Background: an optimization exercise with open tools, aiming at small area and a short achievable clock period. Do not read the settings as production practice. The RTL was checked by simulation tests, not by an equivalence proof against the original design.

## flow/config.mk

```make
export PLATFORM = sky130hd
export DESIGN_NAME = ALU
export DESIGN_NICKNAME = ALU
export VERILOG_FILES = /design/flow/design.v
export SDC_FILE = /design/flow/constraint.sdc
export NUM_CORES = 4
export LEC_CHECK = 0
export CAP_MARGIN = 20
export CORE_MARGIN = 2
export CORE_UTILIZATION = 40
export PLACE_DENSITY = 0.6
export SLEW_MARGIN = 20
```

## flow/run.sh

```bash
#!/bin/bash
# synth_recipe.tcl (not shown) runs the flow's synth.tcl, then flattens the netlist and writes it again
# the make line also repeats each setting of config.mk as NAME=value (left out here)
make -C /OpenROAD-flow-scripts/flow DESIGN_CONFIG=/design/flow/config.mk WORK_HOME=/design/flow/orfs CLKGATE_MAP_FILE= SYNTH_SCRIPT=/design/flow/synth_recipe.tcl finish
```

## flow/constraint.sdc

```tcl
create_clock -name core_clock -period 9.0 [get_ports {clk}]
set_input_delay 1.8000 -clock core_clock [delete_from_list [all_inputs] [get_ports {clk}]]
set_output_delay 1.8000 -clock core_clock [all_outputs]
set_load 0.01 [all_outputs]
```

## flow/design.v

```verilog
module ALU (
    input         clk,         
    input         rst,         
    input         i_vld,       
    input  [31:0] i_a,         
    input  [31:0] i_b,         
    input         opcode,      
    output reg [31:0] o_res,   
    output reg    o_res_vld,   
    output reg    overflow     
);
reg         i_vld_stage1;
reg [31:0]  i_a_stage1, i_b_stage1;
reg         opcode_stage1;
always @(posedge clk or posedge rst) begin
    if (rst) begin
        i_vld_stage1  <= 1'b0;
        i_a_stage1    <= 32'b0;
        i_b_stage1    <= 32'b0;
        opcode_stage1 <= 1'b0;
    end else begin
        i_vld_stage1  <= i_vld;
        i_a_stage1    <= i_a;
        i_b_stage1    <= i_b;
        opcode_stage1 <= opcode;
    end
end
reg         opcode_stage2, opcode_stage3, opcode_stage4;
always @(posedge clk or posedge rst) begin
    if (rst) begin
        opcode_stage2 <= 1'b0;
        opcode_stage3 <= 1'b0;
        opcode_stage4 <= 1'b0;
    end else begin
        opcode_stage2 <= opcode_stage1;
        opcode_stage3 <= opcode_stage2;
        opcode_stage4 <= opcode_stage3;
    end
end
wire [31:0] add_res, mul_res;
wire        add_vld, mul_vld;
wire        add_ovf,  mul_ovf;
adder_32bit adder_inst (
    .clk        (clk),
    .rst        (rst),
    .i_vld      (i_vld_stage1),
    .i_a        (i_a_stage1),
    .i_b        (i_b_stage1),
    .o_res      (add_res),
    .o_res_vld  (add_vld),
    .overflow   (add_ovf)
);
multiplier_32bit multiplier_inst (
    .clk        (clk),
    .rst        (rst),
    .i_vld      (i_vld_stage1),
    .i_a        (i_a_stage1),
    .i_b        (i_b_stage1),
    .o_res      (mul_res),
    .o_res_vld  (mul_vld),
    .overflow   (mul_ovf)
);
always @(posedge clk or posedge rst) begin
    if (rst) begin
        o_res     <= 32'b0;
        o_res_vld <= 1'b0;
        overflow  <= 1'b0;
    end else begin
        case (opcode_stage4)
            1'b0: begin   
                o_res     <= add_res;
                o_res_vld <= add_vld;
                overflow  <= add_ovf;
            end
            1'b1: begin   
                o_res     <= mul_res;
                o_res_vld <= mul_vld;
                overflow  <= mul_ovf;
            end
            default: begin
                o_res     <= 32'b0;
                o_res_vld <= 1'b0;
                overflow  <= 1'b0;
            end
        endcase
    end
end
endmodule
module adder_32bit (
    input         clk,
    input         rst,
    input  [31:0] i_a,
    input  [31:0] i_b,
    input         i_vld,
    output reg [31:0] o_res,
    output reg    o_res_vld,
    output reg    overflow
);
wire        sign_a, sign_b;
wire [7:0]  exp_a, exp_b;
wire [23:0] man_a, man_b;   
assign sign_a = i_a[31];
assign sign_b = i_b[31];
assign exp_a  = i_a[30:23];
assign exp_b  = i_b[30:23];
assign man_a = (exp_a == 8'b0) ? {1'b0, i_a[22:0]} : {1'b1, i_a[22:0]};
assign man_b = (exp_b == 8'b0) ? {1'b0, i_b[22:0]} : {1'b1, i_b[22:0]};
wire is_nan_a  = (exp_a == 8'hFF) && (|i_a[22:0]);
wire is_nan_b  = (exp_b == 8'hFF) && (|i_b[22:0]);
wire is_inf_a  = (exp_a == 8'hFF) && (i_a[22:0] == 23'b0);
wire is_inf_b  = (exp_b == 8'hFF) && (i_b[22:0] == 23'b0);
wire is_zero_a = (i_a[30:0] == 31'b0);
wire is_zero_b = (i_b[30:0] == 31'b0);
reg         i_vld_r;
reg         sign_a_r, sign_b_r;
reg  [7:0]  exp_a_r, exp_b_r;
reg  [23:0] man_a_r, man_b_r;
reg         is_nan_a_r, is_nan_b_r;
reg         is_inf_a_r, is_inf_b_r;
reg         is_zero_a_r, is_zero_b_r;
always @(posedge clk or posedge rst) begin
    if (rst) begin
        i_vld_r     <= 1'b0;
        sign_a_r    <= 1'b0; sign_b_r    <= 1'b0;
        exp_a_r     <= 8'b0; exp_b_r     <= 8'b0;
        man_a_r     <= 24'b0; man_b_r    <= 24'b0;
        is_nan_a_r  <= 1'b0; is_nan_b_r  <= 1'b0;
        is_inf_a_r  <= 1'b0; is_inf_b_r  <= 1'b0;
        is_zero_a_r <= 1'b0; is_zero_b_r <= 1'b0;
    end else begin
        i_vld_r     <= i_vld;
        sign_a_r    <= sign_a;    sign_b_r    <= sign_b;
        exp_a_r     <= exp_a;     exp_b_r     <= exp_b;
        man_a_r     <= man_a;     man_b_r     <= man_b;
        is_nan_a_r  <= is_nan_a;  is_nan_b_r  <= is_nan_b;
        is_inf_a_r  <= is_inf_a;  is_inf_b_r  <= is_inf_b;
        is_zero_a_r <= is_zero_a; is_zero_b_r <= is_zero_b;
    end
end
wire [7:0]  exp_diff;
wire [7:0]  shift_amt;
wire [23:0] man_a_aligned, man_b_aligned;
assign exp_diff = (exp_a_r > exp_b_r) ? (exp_a_r - exp_b_r) : (exp_b_r - exp_a_r);
assign shift_amt = (exp_diff > 8'd23) ? 8'd23 : exp_diff;   
assign man_a_aligned = (exp_a_r > exp_b_r) ? man_a_r : (man_a_r >> shift_amt);
assign man_b_aligned = (exp_a_r > exp_b_r) ? (man_b_r >> shift_amt) : man_b_r;
wire [7:0]  exp_larger = (exp_a_r > exp_b_r) ? exp_a_r : exp_b_r;
wire        op_add_sub;   
wire [24:0] sum_raw;      
wire        sign_sum;
assign op_add_sub = sign_a_r ^ sign_b_r;   
assign sum_raw = (sign_a_r == sign_b_r) ? 
                 {1'b0, man_a_aligned} + {1'b0, man_b_aligned} :   
                 (man_a_aligned >= man_b_aligned) ? 
                 {1'b0, man_a_aligned - man_b_aligned} :           
                 {1'b0, man_b_aligned - man_a_aligned};            
assign sign_sum = (sign_a_r == sign_b_r) ? sign_a_r :            
                  (man_a_aligned >= man_b_aligned) ? sign_a_r :  
                  sign_b_r;                                      
wire        add_nan = is_nan_a_r || is_nan_b_r ||
                      ((is_inf_a_r && is_inf_b_r) && (sign_a_r != sign_b_r));
reg         i_vld_r2;
reg [24:0]  sum_raw_r;
reg         sign_sum_r;
reg [7:0]   exp_larger_r;
reg         is_nan_r, is_inf_r, is_zero_r;
always @(posedge clk or posedge rst) begin
    if (rst) begin
        i_vld_r2    <= 1'b0;
        sum_raw_r   <= 25'b0;
        sign_sum_r  <= 1'b0;
        exp_larger_r <= 8'b0;
        is_nan_r    <= 1'b0;
        is_inf_r    <= 1'b0;
        is_zero_r   <= 1'b0;
    end else begin
        i_vld_r2    <= i_vld_r;
        sum_raw_r   <= sum_raw;
        sign_sum_r  <= sign_sum;
        exp_larger_r <= exp_larger;
        is_nan_r    <= add_nan;
        is_inf_r    <= (is_inf_a_r || is_inf_b_r) && !add_nan;
        is_zero_r   <= is_zero_a_r && is_zero_b_r;
    end
end
reg  [23:0] man_norm;
reg  [7:0]  exp_norm;
reg         overflow_norm;
always @(*) begin
    man_norm    = sum_raw_r[23:0];
    exp_norm    = exp_larger_r;
    overflow_norm = 1'b0;
    if (sum_raw_r[24:0] == 25'b0) begin
        man_norm = 24'b0;
        exp_norm = 8'b0;
    end
    else if (~sum_raw_r[24] && ~sum_raw_r[23]) begin   
        if (sum_raw_r[22]) begin
            man_norm = sum_raw_r[23:0] << 1;
            exp_norm = exp_larger_r - 1;
        end else if (sum_raw_r[21]) begin
            man_norm = sum_raw_r[23:0] << 2;
            exp_norm = exp_larger_r - 2;
        end else if (sum_raw_r[20]) begin
            man_norm = sum_raw_r[23:0] << 3;
            exp_norm = exp_larger_r - 3;
        end else if (sum_raw_r[19]) begin
            man_norm = sum_raw_r[23:0] << 4;
            exp_norm = exp_larger_r - 4;
        end else if (sum_raw_r[18]) begin
            man_norm = sum_raw_r[23:0] << 5;
            exp_norm = exp_larger_r - 5;
        end else if (sum_raw_r[17]) begin
            man_norm = sum_raw_r[23:0] << 6;
            exp_norm = exp_larger_r - 6;
        end else begin
            man_norm = sum_raw_r[23:0] << 7;
            exp_norm = exp_larger_r - 7;
        end
    end
    else if (sum_raw_r[24]) begin
        man_norm = sum_raw_r[24:1];
        exp_norm = exp_larger_r + 1;
        overflow_norm = (exp_norm == 8'hFF);   
    end
    if (exp_norm == 8'hFF) overflow_norm = 1'b1;
end
always @(posedge clk or posedge rst) begin
    if (rst) begin
        o_res     <= 32'b0;
        o_res_vld <= 1'b0;
        overflow  <= 1'b0;
    end else if (i_vld_r2) begin
        if (is_nan_r) begin
            o_res <= 32'h7FC0_0000;   
            overflow <= 1'b1;
        end
        else if (is_inf_r) begin
            o_res <= {sign_sum_r, 8'hFF, 23'b0};   
            overflow <= 1'b1;
        end
        else if (is_zero_r) begin
            o_res <= {sign_sum_r, 31'b0};   
            overflow <= 1'b0;
        end
        else if (overflow_norm) begin
            o_res <= {sign_sum_r, 8'hFF, 23'b0};   
            overflow <= 1'b1;
        end
        else begin
            o_res <= {sign_sum_r, exp_norm, man_norm[22:0]};
            overflow <= 1'b0;
        end
        o_res_vld <= 1'b1;
    end else begin
        o_res_vld <= 1'b0;
        o_res     <= 32'b0;
        overflow  <= 1'b0;
    end
end
endmodule
module multiplier_32bit (
    input         clk,
    input         rst,
    input  [31:0] i_a,
    input  [31:0] i_b,
    input         i_vld,
    output reg [31:0] o_res,
    output reg    o_res_vld,
    output reg    overflow
);
wire        sign_a, sign_b;
wire [7:0]  exp_a, exp_b;
wire [23:0] man_a, man_b;
assign sign_a = i_a[31];
assign sign_b = i_b[31];
assign exp_a  = i_a[30:23];
assign exp_b  = i_b[30:23];
assign man_a  = (exp_a == 8'b0) ? {1'b0, i_a[22:0]} : {1'b1, i_a[22:0]};
assign man_b  = (exp_b == 8'b0) ? {1'b0, i_b[22:0]} : {1'b1, i_b[22:0]};
wire is_nan_a  = (exp_a == 8'hFF) && (|i_a[22:0]);
wire is_nan_b  = (exp_b == 8'hFF) && (|i_b[22:0]);
wire is_inf_a  = (exp_a == 8'hFF) && (i_a[22:0] == 23'b0);
wire is_inf_b  = (exp_b == 8'hFF) && (i_b[22:0] == 23'b0);
wire is_zero_a = (i_a[30:0] == 31'b0);
wire is_zero_b = (i_b[30:0] == 31'b0);
reg         i_vld_r;
reg         sign_a_r, sign_b_r;
reg  [7:0]  exp_a_r, exp_b_r;
reg  [23:0] man_a_r, man_b_r;
reg         is_nan_a_r, is_nan_b_r;
reg         is_inf_a_r, is_inf_b_r;
reg         is_zero_a_r, is_zero_b_r;
always @(posedge clk or posedge rst) begin
    if (rst) begin
        i_vld_r     <= 1'b0;
        sign_a_r    <= 1'b0; sign_b_r    <= 1'b0;
        exp_a_r     <= 8'b0; exp_b_r     <= 8'b0;
        man_a_r     <= 24'b0; man_b_r    <= 24'b0;
        is_nan_a_r  <= 1'b0; is_nan_b_r  <= 1'b0;
        is_inf_a_r  <= 1'b0; is_inf_b_r  <= 1'b0;
        is_zero_a_r <= 1'b0; is_zero_b_r <= 1'b0;
    end else begin
        i_vld_r     <= i_vld;
        sign_a_r    <= sign_a;    sign_b_r    <= sign_b;
        exp_a_r     <= exp_a;     exp_b_r     <= exp_b;
        man_a_r     <= man_a;     man_b_r     <= man_b;
        is_nan_a_r  <= is_nan_a;  is_nan_b_r  <= is_nan_b;
        is_inf_a_r  <= is_inf_a;  is_inf_b_r  <= is_inf_b;
        is_zero_a_r <= is_zero_a; is_zero_b_r <= is_zero_b;
    end
end
wire [47:0] product_raw;   
wire        sign_res;
wire [7:0]  exp_raw;
wire [7:0]  exp_calc;
wire        overflow_calc;
wire [23:0] man_rounded;
wire [22:0] man_final;
assign sign_res = sign_a_r ^ sign_b_r;   
assign product_raw = man_a_r * man_b_r;  
assign exp_raw = exp_a_r + exp_b_r - 8'd127;
wire product_msb = product_raw[47];   
wire [47:0] product_shifted = product_msb ? product_raw >> 1 : product_raw;
assign exp_calc = product_msb ? exp_raw + 1 : exp_raw;
wire guard_bit    = product_shifted[23];
wire sticky_bit   = |product_shifted[22:0];
wire round_up     = guard_bit && (sticky_bit || product_shifted[24]);
assign man_rounded = product_shifted[47:24] + round_up;
wire carry_round = man_rounded[23];   
assign man_final = carry_round ? man_rounded[23:1] : man_rounded[22:0];
wire [7:0] exp_final = carry_round ? exp_calc + 1 : exp_calc;
assign overflow_calc = (exp_final == 8'hFF) || (exp_raw > 8'd254);
wire        mul_nan = is_nan_a_r || is_nan_b_r ||
                      ((is_inf_a_r && is_zero_b_r) || (is_zero_a_r && is_inf_b_r));
reg         i_vld_r2;
reg         sign_res_r;
reg [7:0]   exp_final_r;
reg [22:0]  man_final_r;
reg         overflow_calc_r;
reg         is_nan_r, is_inf_r, is_zero_r;
always @(posedge clk or posedge rst) begin
    if (rst) begin
        i_vld_r2        <= 1'b0;
        sign_res_r      <= 1'b0;
        exp_final_r     <= 8'b0;
        man_final_r     <= 23'b0;
        overflow_calc_r <= 1'b0;
        is_nan_r        <= 1'b0;
        is_inf_r        <= 1'b0;
        is_zero_r       <= 1'b0;
    end else begin
        i_vld_r2        <= i_vld_r;
        sign_res_r      <= sign_res;
        exp_final_r     <= exp_final;
        man_final_r     <= man_final;
        overflow_calc_r <= overflow_calc;
        is_nan_r        <= mul_nan;
        is_inf_r        <= (is_inf_a_r || is_inf_b_r) && !mul_nan;
        is_zero_r       <= is_zero_a_r || is_zero_b_r;
    end
end
always @(posedge clk or posedge rst) begin
    if (rst) begin
        o_res     <= 32'b0;
        o_res_vld <= 1'b0;
        overflow  <= 1'b0;
    end else if (i_vld_r2) begin
        if (is_nan_r) begin
            o_res <= 32'h7FC0_0000;   
            overflow <= 1'b1;
        end
        else if (is_inf_r) begin
            o_res <= {sign_res_r, 8'hFF, 23'b0};   
            overflow <= 1'b1;
        end
        else if (is_zero_r) begin
            o_res <= {sign_res_r, 31'b0};   
            overflow <= 1'b0;
        end
        else if (overflow_calc_r) begin
            o_res <= {sign_res_r, 8'hFF, 23'b0};   
            overflow <= 1'b1;
        end
        else begin
            o_res <= {sign_res_r, exp_final_r, man_final_r};
            overflow <= 1'b0;
        end
        o_res_vld <= 1'b1;
    end else begin
        o_res_vld <= 1'b0;
        o_res     <= 32'b0;
        overflow  <= 1'b0;
    end
end
endmodule
```

==> results.txt <==
-- layer usage --
layer	track usage, %	share of wire [%]	up-vias
li1	-	-	15700
met1	35.9	45	17000
met2	37.7	43	1357
met3	4.45	7.8	215
met4	8.41	3.7	0
met5	0	0	-
-- stage by stage --
step	hold slack (ns)	utilization (%)	instance area, sq um	setup slack (ns)
floorplan	0.331	-	40800	0.0224
global placement	0.333	44.0	44700	0.204
detailed placement	0.335	44.0	44700	0.0773
CTS	0.348	45.1	45800	0.0558
global route	0.360	45.4	46000	-0.00389
finish	0.341	45.4	46000	0.309
-- worst min path at each step --
stage	cells past startpoint	endpoint	slack (ns)
6_report	0	adder_inst.man_b_r[22]	0.34
5_1_grt	0	multiplier_inst.i_vld_r2	0.36
4_1_cts	0	multiplier_inst.i_vld_r	0.35
3_5_place_dp	0	multiplier_inst.i_vld_r	0.33
3_3_place_gp	0	multiplier_inst.sign_b_r	0.33
2_1_floorplan	0	multiplier_inst.i_vld_r	0.33
-- synth_stat cells (15+ instances only) --
master,number
xnor2_1,74
a31oi_1,37
nor4_1,33
xor2_1,30
mux2i_1,91
o21ai_1,17
mux2_2,57
o22ai_1,18
clkbuf_1,264
nand3_1,64
and2_1,337
a32oi_1,16
o21bai_1,34
buf_1,27
o211ai_1,22
fa_1,488
dfrtp_1,317
a22oi_1,22
nor2_1,255
nor2b_1,17
buf_2,25
a21oi_1,253
ha_1,289
or2_2,15
o21a_1,21
and3_1,35
nor3_1,61
o21ai_0,157
a21o_1,43
inv_1,656
a221oi_1,17
nand2b_1,21
a211oi_1,15
or3_1,18
nand4_1,41
nand2_1,631
-- flip-flops by register name, indices dropped and copies added, names as in the netlist, 23 cells and up --
name	cells
adder_inst.sum_raw_r	25
multiplier_inst.o_res	32
adder_inst.o_res	32
o_res	32
i_a_stage1	32
adder_inst.man_b_r	24
adder_inst.man_a_r	24
multiplier_inst.man_final_r	23
i_b_stage1	32
-- cells by family after synthesis --
| kind of cell | Yosys count | synth area share (%) |
|---|---|---|
| compound gates | 845 | 13.6 |
| xor+xnor | 105 | 2.27 |
| fa+ha+maj | 777 | 32.8 |
| buf+inv | 977 | 9.09 |
| flops | 317 | 19.5 |
| mux | 148 | 3.81 |
| simple gates | 1583 | 18.9 |
-- area by class of cell --
type | instances | area [sq um]
Sequential cell | 317 | 7970
Clock buffer | 48 | 985
Inverter | 659 | 2480
Tap cell | 1368 | 1710
Clock inverter | 10 | 113
Antenna cell | 2 | 5.00
Fill cell | 9936 | 55400
Timing Repair Buffer | 403 | 3470
Multi-Input combinational cell | 3459 | 29300
-- cells in the final DEF, fill, tap and decap left out, types with 14 or more instances in the layout --
cell type / n
inv_1: 655
nand2_1: 631
fa_1: 488
and2_1: 337
ha_1: 288
dfrtp_1: 286
buf_4: 281
nor2_1: 254
a21oi_1: 251
o21ai_0: 152
clkdlybuf4s50_1: 101
mux2i_1: 90
xnor2_1: 71
nand3_1: 64
nor3_1: 60
mux2_2: 57
a21o_1: 43
nand4_1: 41
a31oi_1: 37
and3_1: 35
clkbuf_16: 35
o21bai_1: 34
nor4_1: 33
dfrtp_2: 31
xor2_1: 29
o211ai_1: 22
a22oi_1: 22
o21a_1: 21
nand2b_1: 21
o21ai_1: 19
or3_1: 18
o22ai_1: 18
nor2b_1: 17
a221oi_1: 16
a32oi_1: 16
or2_2: 15
a211oi_1: 14
-- what timing repair did --
item | 4_1_cts | 5_1_grt
buffers inserted | 0 | 7
setup endpoints to repair | 0 | 38
gates resized for setup | 0 | 60
hold buffers | 0 | 0
==> summary.md <==
| Metric | Value |
|---|---|
| Cells after DPL | 6,198 |
| CTS tree | done |
| Post-synth top area share | 24.0% |
| Row count | 117 |
| Synth Cell Area | 40,800 sq um |
| Via count | 34,200 |
| Area contributors post-synth | fa_1 24%, dfrtp_1 19%, ha_1 8.9%, inv_1 6.0%, nand2_1 5.8% |
| All-Layer GR Usage | 24.9% |
| Max Root-Sink Buffers | 3 |
| Hpwl dp | 104 mm |
| Max incr delay on CP | 0.56 ns |
| Syn Area/Cell | 8.58 sq um |
| Die width | 323 microns |
| Die area | 104,000 sq um |
| Hold path startpoint | i_b_stage1[22] |
| Max frequency | 0.115 GHz |
| Synth area leader | fa_1 |
| Number of global-route vias before repair | 33,900 |
| Max-Cap Viols | 0 |
| Input/output buffers | 101 |
| Worst Setup SP | adder_inst.man_a_r[9] |
| Crit. path cell count | 31 |
| Worst r2r src | adder_inst.man_a_r[9] |
| Yosys warning total | 3 |
| Initial Utilization | 40.2% |
| Synth Register Bits | 317 |
| Crit-path leading delay family | adder cells |
| Sequential share of the synthesized area | 19.5% |
| Synthesis-to-finish area growth | 12.9% |
| DRT antenna net count | 0 |
| Clock buffer count from CTS | 35 |
| Clk_skew | 0.0418 ns |
| Placer Congestion | 0.988 |
| Worst-margin pin slew | 1.19 ns |
| Required time of the critical path | 9.45 ns |
| Max H-tree Level | 2 |
| Worst rel slew slack | 21.0% |
| Arrival @ worst endpoint | 9.14 ns |
| Reg2Reg Capture Point | multiplier_inst.overflow_calc_r |
| Startpoint Class | flip-flop |
| Detail-routed net length per standard cell | 20.6 microns |
| Core Region | 101,000 sq um |
| Critical path endpoint category | flip-flop |
| NumNets Final | 5,720 |
| Crit Path Max Fanout | 14 |
| Layout cells sized above 1 | 10.6% |
| Syn_nets | 5,597 |
| Yosys cell types | 105 |
| Bufs and invs on worst path | 9 |
| Initial antenna violation count | 0 |
| CP most frequent cell | fa_1 |
| Slowest stage cell, crit path | fa_1 |
| Post-synthesis async set-or-reset flop share | 100% |
| Drc violations | 0 |
| Worst skew pair latency | 0.60 ns |
| Final Slew Violations | 0 |
| Final worst path period share | 96.6% |
| R2R depth | 31 |
| Outcome | timing/DRC/antenna clean |
| Iter 0 DRT Violations | 2,861 |
| # clock sinks | 317 |
| First-pass GRT wire length | 202 mm |
| Fin crit period | 8.69 ns |
| Setup-failing EPs final | 0 |
| Pin count of the biggest net entering global routing | 156 |
| Crit Path Category | flip-flop to flip-flop |
| DR vias/cell | 5.46 |
| Number of synthesized flops with an enable pin | 0 |
| CTS clock-pin slew for the worst setup and hold paths | 0.07 ns |
| Cell count after synthesis | 4,752 |
| Overflow left after global routing | 0 |
| DRT Pass-1 Iters | 6 |
| Count of final hold-check violations | 0 |
| Setup TNS | 0 ns |
| Drt total wl | 129 mm |
| Ys flop type | dfrtp_1 |
| Reg2Reg Setup Slack | 0.31 ns |
| HP Class | flip-flop to flip-flop |
| Clock Tree Root | clkbuf_16 |
| Die Ht | 323 microns |
| Worst Setup EP | multiplier_inst.overflow_calc_r |
| I/O pin count | 102 |
| Finished Layout Cells | 6,266 |

==> static timing again, ports no longer ideal <==
No port has a modelled driver above. Below, the same layout with a new extraction and two added sets of constraints.
Step 1: set_driving_cell puts a clkbuf_16 on clk and a buf_2 on each other input, an assumption about the parent block.
Step 2 times the ports against the registers' clock, not the clock port: input delays grow and output delays shrink by t, the midpoint of the rising clock arrivals with the driver on.
Slacks: no drivers / after step 1 / after step 2; pairs: no drivers / after step 1.
shift t [ns]: 0.642
slack for setup (ns): 0.309 / 0.309 / 0.309
worst setup path after step 2: register to register
worst register clock-pin slew, ns: 0.07 / 0.07
After both steps this run still meets setup and hold. The setup slack of this run moves by 0.000 ns with the drivers and by 0.000 ns with both steps.
